Context: an optimization exercise on an open-source flow, tuned for small area and a short achievable clock period. The choices shown serve that exercise and are no tape-out recipe. Only simulation tests tie the RTL to the original design; equivalence was not proved. Power and IR drop assume default switching activity.

**config.mk**
```make
export PLATFORM = sky130hd
export DESIGN_NAME = ExecuteStage
export DESIGN_NICKNAME = ExecuteStage
export VERILOG_FILES = /design/flow/design.v
export SDC_FILE = /design/flow/constraint.sdc
export NUM_CORES = 4
export LEC_CHECK = 0
export CAP_MARGIN = 20
export CORE_MARGIN = 2
export CORE_UTILIZATION = 40
export PLACE_DENSITY = 0.6
export SETUP_SLACK_MARGIN = 0.3
export SLEW_MARGIN = 20
```
**constraint.sdc**
```tcl
create_clock -name core_clock -period 6.0 [get_ports {clk}]
set_input_delay 1.2000 -clock core_clock [delete_from_list [all_inputs] [get_ports {clk}]]
set_output_delay 1.2000 -clock core_clock [all_outputs]
set_load 0.01 [all_outputs]
```
**design.v**
```verilog
`timescale 1ns/1ps
module ALUControl(
    input logic [6:0] opcode,
    input logic [6:0] funct7,
    input logic [2:0] funct3,
    output logic [3:0] alu_control
);
    localparam logic [6:0] OP     = 7'b0110011;
    localparam logic [6:0] OP_IMM = 7'b0010011;
    localparam logic [3:0] ADD = 4'd0, SUB = 4'd1, XOR = 4'd2, OR = 4'd3, AND = 4'd4,
                           SLL = 4'd5, SRL = 4'd6, SRA = 4'd7, SLT = 4'd8, SLTU = 4'd9;
    localparam logic [2:0] ALU_ADD_SUB = 3'h0, ALU_XOR = 3'h4, ALU_OR = 3'h6, ALU_AND = 3'h7,
                           ALU_SLL = 3'h1, ALU_SRA_SLL = 3'h5, ALU_SLT = 3'h2, ALU_SLTU = 3'h3;
    always_comb begin
        if(opcode == OP)begin
            case(funct3)
                ALU_ADD_SUB: alu_control = (funct7[5]) ? SUB : ADD;
                ALU_XOR:     alu_control = XOR;
                ALU_OR:      alu_control = OR;
                ALU_AND:     alu_control = AND;
                ALU_SLL:     alu_control = SLL;
                ALU_SRA_SLL: alu_control = (funct7[5]) ? SRA: SRL;
                ALU_SLT:     alu_control = SLT;
                ALU_SLTU:    alu_control = SLTU;
                default:     alu_control = ADD;
            endcase
        end
        else if(opcode == OP_IMM)begin
            case(funct3)
                ALU_ADD_SUB: alu_control = ADD;  
                ALU_XOR:     alu_control = XOR;
                ALU_OR:      alu_control = OR;
                ALU_AND:     alu_control = AND;
                ALU_SLL:     alu_control = SLL;
                ALU_SRA_SLL: alu_control = (funct7[5]) ? SRA: SRL;
                ALU_SLT:     alu_control = SLT;
                ALU_SLTU:    alu_control = SLTU;
                default:     alu_control = ADD;
            endcase
        end
        else
            alu_control = ADD;
    end
endmodule
`timescale 1ns/1ps
module ALU #(parameter DATA_WIDTH = 32)(
    input  logic [DATA_WIDTH-1:0] rdata_1,    
    input  logic [DATA_WIDTH-1:0] rdata_2,    
    input  logic [3:0]            alu_control,  
    output logic [DATA_WIDTH-1:0] alu_result,   
    output logic                  zero_flag     
);
    localparam logic [3:0] ADD = 4'd0, SUB = 4'd1, XOR = 4'd2, OR = 4'd3, AND = 4'd4,
                           SLL = 4'd5, SRL = 4'd6, SRA = 4'd7, SLT = 4'd8, SLTU = 4'd9;
    logic [4:0] shamt;
    assign shamt = rdata_2[4:0];
    always_comb begin
        case (alu_control)
            ADD:  alu_result = rdata_1 + rdata_2;
            SUB:  alu_result = rdata_1 - rdata_2;
            XOR:  alu_result = rdata_1 ^ rdata_2;
            OR:   alu_result = rdata_1 | rdata_2;
            AND:  alu_result = rdata_1 & rdata_2;
            SLL:  alu_result = rdata_1 << shamt;
            SRL:  alu_result = rdata_1 >> shamt;
            SRA:  alu_result = $signed(rdata_1) >>> shamt;
            SLT:  alu_result = ($signed(rdata_1) < $signed(rdata_2)) ? 1 : 0;
            SLTU: alu_result = ($unsigned(rdata_1) < $unsigned(rdata_2)) ? 1 : 0;
            default: alu_result = '0;  
        endcase
    end
    assign zero_flag = (alu_result == 0);
endmodule
`timescale 1ns/1ps
module BranchUnit #(parameter ADDR_WIDTH = 32, DATA_WIDTH = 32)(
    input logic [ADDR_WIDTH-1:0] instruction_addr,
    input logic [DATA_WIDTH-1:0] rs1_data_branch,
    input logic [DATA_WIDTH-1:0] rs2_data_branch,
    input logic [6:0] opcode,
    input logic [ADDR_WIDTH-1:0] immediate,
    input logic [2:0] funct3,
    input logic predict_taken,
    input logic [ADDR_WIDTH-1:0] predict_target,
    output logic mispredict,
    output logic actual_taken,
    output logic [ADDR_WIDTH-1:0] actual_target,
    output logic [ADDR_WIDTH-1:0] update_pc,
    output logic [ADDR_WIDTH-1:0] nextPC,
    output logic isJump
);
    localparam logic [6:0] JAL = 7'b1101111, JALR = 7'b1100111, BRANCH = 7'b1100011;
    localparam logic [2:0] BEQ = 3'h0, BNE = 3'h1, BLT = 3'h4, BGE = 3'h5, BLTU = 3'h6, BGEU = 3'h7;
    logic [ADDR_WIDTH-1:0]branchTarget, jalTarget, jalrTarget;
    assign branchTarget = instruction_addr + immediate;
    assign jalTarget    = branchTarget;
    assign jalrTarget   = (rs1_data_branch + immediate);
    assign nextPC       = (opcode == JALR || opcode == JAL) ? (instruction_addr + 32'h4) : 'h0;
    always_comb begin
        if(opcode == BRANCH)begin
            case(funct3)
                BEQ: actual_taken  = (rs1_data_branch == rs2_data_branch) ? 1 : 0;
                BNE: actual_taken  = (rs1_data_branch != rs2_data_branch) ? 1 : 0;
                BLT: actual_taken  = ($signed(rs1_data_branch) < $signed(rs2_data_branch)) ? 1 : 0;
                BGE: actual_taken  = ($signed(rs1_data_branch) >= $signed(rs2_data_branch)) ? 1 : 0;
                BLTU: actual_taken = ($unsigned(rs1_data_branch) < $unsigned(rs2_data_branch)) ? 1 : 0;
                BGEU: actual_taken = ($unsigned(rs1_data_branch) >= $unsigned(rs2_data_branch)) ? 1 : 0;
                default: actual_taken = 0;
            endcase
        end
        else if(opcode == JAL || opcode == JALR) begin
            actual_taken = 1;
        end
        else begin
            actual_taken = 0;
        end
    end
    assign isJump = (opcode == JAL || opcode == JALR);
    always_comb begin
        update_pc = instruction_addr;
        if(opcode == JALR)
            actual_target = jalrTarget;
        else if(opcode == JAL)
            actual_target = jalTarget;
        else begin
            if(actual_taken)
                actual_target = branchTarget;
            else
                actual_target = instruction_addr + 'h4;
        end
    end
    assign mispredict = (actual_target != predict_target) || (actual_taken != predict_taken);
endmodule
`timescale 1ns/1ps
module AddressGenerator #(parameter ADDR_WIDTH = 32, DATA_WIDTH = 32, ROB_WIDTH = 5, PHY_WIDTH = 6)(
    input  logic                  isLoad,
    input  logic                  isStore,
    input  logic [ADDR_WIDTH-1:0] addr,
    input  logic [DATA_WIDTH-1:0] data,
    input  logic [2:0]funct3,  
    input  logic [ROB_WIDTH-1:0]  rob_id,
    input  logic [PHY_WIDTH-1:0]  rd_phy,
    output logic [ADDR_WIDTH-1:0] store_waddr,  
    output logic [DATA_WIDTH-1:0] store_wdata,  
    output logic [ROB_WIDTH-1:0]  store_rob_id,
    output logic                  store_valid,
    output logic [2:0]            load_funct3,
    output logic [ADDR_WIDTH-1:0] load_raddr,
    output logic [ROB_WIDTH-1:0]  load_rob_id,
    output logic [PHY_WIDTH-1:0]  load_rd_phy,
    output logic                  load_valid
);
    localparam logic [2:0] SB = 3'h0, SH = 3'h1, SW = 3'h2;
    logic [1:0]memory_index;
    assign memory_index = addr[1:0];
    always_comb begin
        if(isStore)begin   
            store_valid  = 1;
            store_waddr  = addr;  
            store_rob_id = rob_id;
            case(funct3)
                SB: store_wdata  = ({24'h0, data[7:0]} << {memory_index, 3'b000});
                SH:begin
                    if(memory_index[1])
                        store_wdata = {data[15:0], 16'h0000};
                    else
                        store_wdata = {16'h0000, data[15:0]};
                end
                SW: store_wdata = data;
                default: store_wdata = data;
            endcase 
        end
        else begin
            store_waddr  = 0;
            store_wdata  = 0;
            store_valid  = 0;
            store_rob_id = 0;
        end
    end
    always_comb begin
        if(isLoad)begin
            load_funct3 = funct3;
            load_raddr  = addr;
            load_rob_id = rob_id;
            load_rd_phy = rd_phy;
            load_valid  = 1;
        end
        else begin
            load_funct3 = 0;
            load_raddr  = 0;
            load_rob_id = 0;
            load_rd_phy = 0;
            load_valid  = 0;
        end
    end
endmodule
`timescale 1ns/1ps
module ExecuteStage #(parameter ADDR_WIDTH = 32, DATA_WIDTH = 32, ROB_WIDTH = 5, PHY_WIDTH = 6)(
    input  logic                  clk,
    input  logic                  rst,
    input  logic                  flush,
    input  logic                  alu_in_valid,
    input  logic [6:0]            alu_in_opcode,
    input  logic [6:0]            alu_in_funct7,
    input  logic [2:0]            alu_in_funct3,
    input  logic [DATA_WIDTH-1:0] alu_in_imm,
    input  logic [ROB_WIDTH-1:0]  alu_in_rob_id,
    input  logic [PHY_WIDTH-1:0]  alu_in_rd_phy,
    input  logic [DATA_WIDTH-1:0] alu_in_rs1_data,
    input  logic [DATA_WIDTH-1:0] alu_in_rs2_data,
    input  logic                  ls_in_valid,
    input  logic [6:0]            ls_in_opcode,
    input  logic [2:0]            ls_in_funct3,
    input  logic [DATA_WIDTH-1:0] ls_in_imm,
    input  logic [ROB_WIDTH-1:0]  ls_in_rob_id,
    input  logic [PHY_WIDTH-1:0]  ls_in_rd_phy,
    input  logic [DATA_WIDTH-1:0] ls_in_rs1_data,
    input  logic [DATA_WIDTH-1:0] ls_in_rs2_data,
    input  logic                  br_in_valid,
    input  logic [ADDR_WIDTH-1:0] br_in_pc,
    input  logic [6:0]            br_in_opcode,
    input  logic [2:0]            br_in_funct3,
    input  logic [DATA_WIDTH-1:0] br_in_imm,
    input  logic                  br_in_predict_taken,
    input  logic [ADDR_WIDTH-1:0] br_in_predict_target,
    input  logic [ROB_WIDTH-1:0]  br_in_rob_id,
    input  logic [PHY_WIDTH-1:0]  br_in_rd_phy,
    input  logic [DATA_WIDTH-1:0] br_in_rs1_data,
    input  logic [DATA_WIDTH-1:0] br_in_rs2_data,
    output logic                  alu_valid,
    output logic [ROB_WIDTH-1:0]  alu_rob_id,
    output logic [DATA_WIDTH-1:0] alu_result,
    output logic [PHY_WIDTH-1:0]  rd_phy_alu,
    output logic                  store_valid,
    output logic [ADDR_WIDTH-1:0] store_waddr,
    output logic [DATA_WIDTH-1:0] store_wdata,
    output logic [ROB_WIDTH-1:0]  store_rob_id,
    output logic                  load_valid,
    output logic [2:0]            load_funct3,
    output logic [ADDR_WIDTH-1:0] load_raddr,
    output logic [ROB_WIDTH-1:0]  load_rob_id,
    output logic [PHY_WIDTH-1:0]  load_rd_phy,
    output logic                  branch_valid,
    output logic [ROB_WIDTH-1:0]  branch_rob_id,
    output logic                  actual_taken,
    output logic                  mispredict,
    output logic [ADDR_WIDTH-1:0] actual_target,
    output logic [ADDR_WIDTH-1:0] update_pc,
    output logic [ADDR_WIDTH-1:0] nextPC,
    output logic [PHY_WIDTH-1:0]  rd_phy_branch,
    output logic                  isJump
);
    localparam logic [6:0] LOAD = 7'b0000011, OP_IMM = 7'b0010011, STORE = 7'b0100011,
                           LUI = 7'b0110111, AUIPC = 7'b0010111;
    logic alu_issue_valid, ls_issue_valid, br_issue_valid;
    assign alu_issue_valid = !flush && alu_in_valid;
    assign ls_issue_valid  = !flush && ls_in_valid;
    assign br_issue_valid  = !flush && br_in_valid;
    logic [3:0] alu_control;
    logic [DATA_WIDTH-1:0] alu_out;
    logic zero_flag;
    ALUControl alu_ctrl(
        .opcode(alu_in_opcode),
        .funct7(alu_in_funct7),
        .funct3(alu_in_funct3),
        .alu_control(alu_control)
    );
    logic [DATA_WIDTH-1:0] rdata_1;
    logic [DATA_WIDTH-1:0] rdata_2;
    assign rdata_1 = alu_in_rs1_data;
    assign rdata_2 = (alu_in_opcode == OP_IMM || alu_in_opcode == LUI || alu_in_opcode == AUIPC) ?
                        alu_in_imm : alu_in_rs2_data;
    ALU #(DATA_WIDTH) alu(
        .rdata_1(rdata_1),
        .rdata_2(rdata_2),
        .alu_control(alu_control),
        .alu_result(alu_out),
        .zero_flag(zero_flag)
    );
    logic [ADDR_WIDTH-1:0] addr;
    logic [DATA_WIDTH-1:0] data;
    logic isLoad, isStore;
    logic [ROB_WIDTH-1:0] ls_rob_id;
    always_comb begin
        addr      = ls_in_rs1_data + ls_in_imm;
        data      = ls_in_rs2_data;
        isLoad    = (ls_issue_valid) ? (ls_in_opcode == LOAD) : 0;
        isStore   = (ls_issue_valid) ? (ls_in_opcode == STORE) : 0;
        ls_rob_id = (ls_issue_valid) ? ls_in_rob_id : 0;
    end
    logic [ADDR_WIDTH-1:0] st_waddr;
    logic [DATA_WIDTH-1:0] st_wdata;
    logic [ROB_WIDTH-1:0]  st_rob_id;
    logic                  st_valid;
    logic [2:0]            ld_funct3;
    logic [ADDR_WIDTH-1:0] ld_raddr;
    logic [ROB_WIDTH-1:0]  ld_rob_id;
    logic [PHY_WIDTH-1:0]  ld_rd_phy;
    logic                  ld_valid;
    AddressGenerator #(ADDR_WIDTH, DATA_WIDTH, ROB_WIDTH, PHY_WIDTH) load_store_unit(
        .isLoad(isLoad),
        .isStore(isStore),
        .addr(addr),
        .data(data),
        .funct3(ls_in_funct3),
        .rob_id(ls_rob_id),
        .rd_phy(ls_in_rd_phy),
        .store_waddr(st_waddr),
        .store_wdata(st_wdata),
        .store_rob_id(st_rob_id),
        .store_valid(st_valid),
        .load_raddr(ld_raddr),
        .load_funct3(ld_funct3),
        .load_rob_id(ld_rob_id),
        .load_rd_phy(ld_rd_phy),
        .load_valid(ld_valid)
    );
    logic                  br_mispredict, br_taken, br_isJump;
    logic [ADDR_WIDTH-1:0] br_target, br_update_pc, br_nextPC;
    BranchUnit #(ADDR_WIDTH, DATA_WIDTH) branchUnit(
        .instruction_addr(br_in_pc),
        .rs1_data_branch(br_in_rs1_data),
        .rs2_data_branch(br_in_rs2_data),
        .opcode(br_in_opcode),
        .immediate(br_in_imm),
        .funct3(br_in_funct3),
        .predict_taken(br_in_predict_taken),
        .predict_target(br_in_predict_target),
        .mispredict(br_mispredict),
        .actual_taken(br_taken),
        .actual_target(br_target),
        .update_pc(br_update_pc),
        .nextPC(br_nextPC),
        .isJump(br_isJump)
    );
    always_ff @(posedge clk or posedge rst) begin
        if(rst) begin
            alu_valid     <= 0;
            alu_rob_id    <= 0;
            alu_result    <= 0;
            rd_phy_alu    <= 0;
            store_waddr   <= 0;
            store_wdata   <= 0;
            store_rob_id  <= 0;
            store_valid   <= 0;
            load_funct3   <= 0;
            load_valid    <= 0;
            load_raddr    <= 0;
            load_rob_id   <= 0;
            load_rd_phy   <= 0;
            branch_valid  <= 0;
            branch_rob_id <= 0;
            actual_taken  <= 0;
            actual_target <= 0;
            nextPC        <= 0;
            update_pc     <= 0;
            rd_phy_branch <= 0;
            isJump        <= 0;
            mispredict    <= 0;
        end
        else begin
            alu_valid     <= alu_issue_valid;
            alu_result    <= alu_out;
            alu_rob_id    <= alu_in_rob_id;
            rd_phy_alu    <= alu_in_rd_phy;
            store_waddr   <= st_waddr;
            store_wdata   <= st_wdata;
            store_rob_id  <= st_rob_id;
            store_valid   <= st_valid;
            load_funct3   <= ld_funct3;
            load_raddr    <= ld_raddr;
            load_rob_id   <= ld_rob_id;
            load_rd_phy   <= ld_rd_phy;
            load_valid    <= ld_valid;
            branch_valid  <= br_issue_valid;
            branch_rob_id <= br_in_rob_id;
            actual_taken  <= br_taken;
            mispredict    <= br_mispredict;
            actual_target <= br_target;
            update_pc     <= br_update_pc;
            nextPC        <= br_nextPC;
            rd_phy_branch <= br_in_rd_phy;
            isJump        <= br_isJump;
        end
    end
endmodule
```
**run.sh**
```bash
#!/bin/bash
# synth_recipe.tcl (not shown) runs the flow's synth.tcl, then flattens the netlist and writes it again
# the make line also repeats each setting of config.mk as NAME=value (left out here)
make -C /OpenROAD-flow-scripts/flow DESIGN_CONFIG=/design/flow/config.mk WORK_HOME=/design/flow/orfs CLKGATE_MAP_FILE= SYNTH_SCRIPT=/design/flow/synth_recipe.tcl finish
```
==> results.py <==
metrics = {
    "timing": {
        "rsz0062_at_grt": "true",
        "tns_ns": 0,
        "finalHoldViolCount": 0,
        "finalCriticalPeriod_ns": 5.63,
        "timing.slew.headroom_pct": 31.7,
        "drv_slew": 0,
        "finalSetupViolations": 0,
        "fin_crit_sh_pct": 93.9,
        "tightest_slew_ns": 1.02,
        "worst_slack_ns": 0.366,
        "hold_slack_ns": 0.906,
        "max_freq_mhz": 177,
    },
    "synthesis": {
        "avgSynthCellArea_sq_um": 8.20,
        "syn_area_sq_um": 24500,
        "synthArstFlopShare_pct": 100,
        "netlist_instances": 2986,
        "yosysSeqAreaShare_pct": 27.8,
        "syn-num-nets": 3643,
        "ys_seq_elements": 272,
        "synth-edff-count": 0,
        "synthFlopType": "dfrtp_1",
        "yosys_warnings": 5,
        "synth.distinct_cells": 99,
    },
    "grt": {
        "grtUsageTotal_pct": 38.9,
        "grt_pass1_wl_mm": 183,
        "grt_max_degree": 169,
        "overflow": 0,
        "grt_pass1_vias": 27300,
        "antenna_found_initial": 22,
    },
    "drt": {
        "num_vias": 28100,
        "route.detailed.drc": 0,
        "drt_wl_total_mm": 128,
        "avgRoutedWirePerCell_microns": 27.5,
        "dr.pass1.iters": 7,
        "drt-initial-drc-count": 2998,
        "detail-route-antenna-nets": 0,
        "vias_per_cell": 6.03,
    },
    "cts": {
        "cts_tree": "done",
        "ctsHoldBuffers": 0,
        "cts_root_buf": "clkbuf_16",
        "clk_pin_slew_ns": 0.06,
        "numClockSinks": 272,
        "cts_buffer_depth": 3,
        "ctsHtreeMaxLevel": 2,
        "cts_buffers": 34,
    },
    "finish": {
        "finalNetCount": 4495,
        "area_growth_pct": 44.8,
        "fin_util_pct": 58.7,
        "finalInstanceArea_sq_um": 35500,
        "drive_above_1_share_pct": 12.7,
        "post_layout_nonfiller_instances": 4661,
    },
    "worst_setup_path": {
        "crit_path_end_kind": "flop",
        "path_class": "input pin to flop",
        "crit_arrival_ns": 6.04,
        "start_kind": "input pin",
        "crit_fanout": 3,
        "cp.required_ns": 6.41,
    },
    "pwr": {
        "p_per_area_nw_per_um2": 191,
        "p_leak_nw": 15.6,
        "ir_worst_vdd_mv": 0.168,
        "design_power_total_mw": 6.79,
    },
    "floorplan": {
        "die_w_microns": 251,
        "start_util_pct": 40.5,
        "core_sq_um": 60500,
        "io-pin-count": 701,
        "num_rows": 90,
        "fp.dieH_microns": 251,
        "dieArea_sq_um": 63200,
    },
    "placement": {
        "dp.cells": 4580,
        "dpl_cell_area_sq_um": 34000,
        "port_buffers": 694,
        "gp_congestion": 0.985,
        "dpl.hpwl_mm": 103,
        "pre_cts_slack_ns": -0.526,
    },
    "run_status": {
        "status": "finished clean",
    },
    "job": {
        "maxCapViolations": 0,
    },
    "hold_path": {
        "hold_class": "input pin to async pin",
    },
}
[where the power goes]
group	switching (mW)	internal (mW)	leakage, nW
Combinational	1.46	1.16	11.5
Clock	0.887	1.34	0.582
Sequential	0.0339	1.91	3.51
[cell usage after synthesis (24+ instances only)]
master	n	share of area, %
mux2_2	37	1.7
and2_1	32	0.82
mux4_2	31	2.9
nand2_1	228	3.5
clkbuf_1	119	1.8
nand4_1	33	0.84
o21ai_0	188	3.8
nor2b_1	26	0.66
xor2_1	70	2.5
nor3_1	62	1.3
o21bai_1	26	0.80
a211oi_1	52	1.6
buf_1	28	0.43
o211ai_1	56	1.7
or3_1	31	0.79
a21oi_1	222	4.5
nor2_1	405	6.2
dfrtp_1	272	28
a21o_1	33	1.0
a31oi_1	38	0.97
ha_1	223	11
nand2b_1	24	0.61
xnor2_1	60	2.1
nand3_1	66	1.3
a22oi_1	42	1.3
o22ai_1	36	0.92
mux2i_1	79	3.2
inv_1	154	2.4
[final cells by class]
type / instances / area (sq um)
multi-input combinational: 2393 / 16700
inverter: 158 / 597
sequential: 272 / 6810
fill: 5326 / 25000
tap: 782 / 978
timing repair buffer: 979 / 9130
clock buffer: 50 / 1000
clock inverter: 12 / 189
antenna: 15 / 37.5
[placed cells by master, fill, tap and decap left out, types with 15 or more instances in the layout]
cell type and count:
dfrtp_1 272, ha_1 223, a21oi_1 217, xnor2_1 60
a31oi_1 35, nand4_1 33, nand2_1 226, or3_1 31
nor2_1 404, clkdlybuf4s50_1 693, o31ai_1 15, inv_1 153
mux4_2 31, and3_1 23, a211oi_1 52, nand2b_1 24
a22oi_1 42, and2_1 32, a211o_1 16, nor3_1 55
nand3_1 64, buf_4 281, xor2_1 70, mux2_2 36
o21ai_0 180, o21bai_1 25, nor2b_1 26, diode_2 15
clkbuf_16 35, mux2i_1 76, a21o_1 33, o211ai_1 56
o22ai_1 36, o21a_1 18
[path summary, 6_finish.rpt]
check,start,endpoint
min in group core_clock,alu_in_rd_phy[0],rd_phy_alu[0]
worst min-delay path,rst,rd_phy_branch[3]
worst max-delay path,br_in_rs2_data[29],mispredict
max in group asynchronous,rst,alu_rob_id[1]
[sequential cells by signal (all words and copies together), names as in the netlist, 5 cells and up]
name	cells
load_rd_phy	6
alu_rob_id	5
branch_rob_id	5
actual_target	32
update_pc	32
load_raddr	32
store_wdata	32
alu_result	32
store_rob_id	5
load_rob_id	5
rd_phy_branch	6
nextPC	32
store_waddr	32
rd_phy_alu	6
[per-layer routing]
| metal | routed length, microns | GRT usage (%) | vias to the layer above |
|---|---|---|---|
| li1 | - | - | 12600 |
| met1 | 51900 | 50.5 | 13600 |
| met2 | 56900 | 60.5 | 1615 |
| met3 | 12400 | 9.66 | 331 |
| met4 | 7120 | 19.5 | 4 |
| met5 | 28 | 0 | - |
[worst max-delay path: stages]
cell and delay (ns):
clkdlybuf4s50_1 0.50, inv_1 0.14, ha_1 0.32, a21oi_1 0.13, o21a_2 0.22, o211ai_2 0.11
or4_4 0.56, buf_4 0.16, a21oi_2 0.21, o21a_2 0.27, buf_4 0.15, buf_4 0.11
o21ai_1 0.10, a311o_1 0.40, a221oi_2 0.29, o2111ai_1 0.18, nor4_2 0.33, o2111ai_2 0.22
nor4_1 0.28, o2111ai_1 0.14
[cells by family after synthesis]
group                      count (synthesis)  synth area share, %
DFF                                      272                 27.8
muxes                                    148                 7.83
xor gates and xnor gates                 131                 4.74
AOI/OAI and AO/OA                        899                 24.2
buffers and inverters                    321                 5.10
adders and majority gates                228                 11.8
and+or+nand+nor                          987                 18.6
[timing repair]
action / 4_1_cts / 5_1_grt
setup buffers: 0 / 4
pin swaps: 0 / 6
hold endpoints to repair: 0 / 0
gates resized for setup: 11 / 36
setup endpoints to repair: 6 / 12

## static timing again, ports no longer ideal
In the flow no input, the clock included, has a driving cell. The finished layout below was timed again as built, in two steps.
Step 1 (the two cells are an assumption about what drives the block):
set clk [get_ports {clk}]
set_driving_cell -lib_cell sky130_fd_sc_hd__clkbuf_16 $clk
set_driving_cell -lib_cell sky130_fd_sc_hd__buf_2 [delete_from_list [all_inputs] $clk]
Step 2 adds t to the input delays and takes it off the output delays; t is the mean of the earliest and latest rising clock arrival at the registers after step 1. Input paths then give back, and output paths get back, about the clock's delay inside the block.
a / b / c = ideal ports / drivers / drivers and shift; a / b = the first two.
shift t [ns]: 0.619
slack for setup (ns): 0.366 / 0.405 / -0.214
cell pins on the clock port's net: 1
Met with ideal ports but missed after step 2: setup timing in this run. The setup slack of this run moves by +0.039 ns with the drivers and by -0.580 ns with both steps.
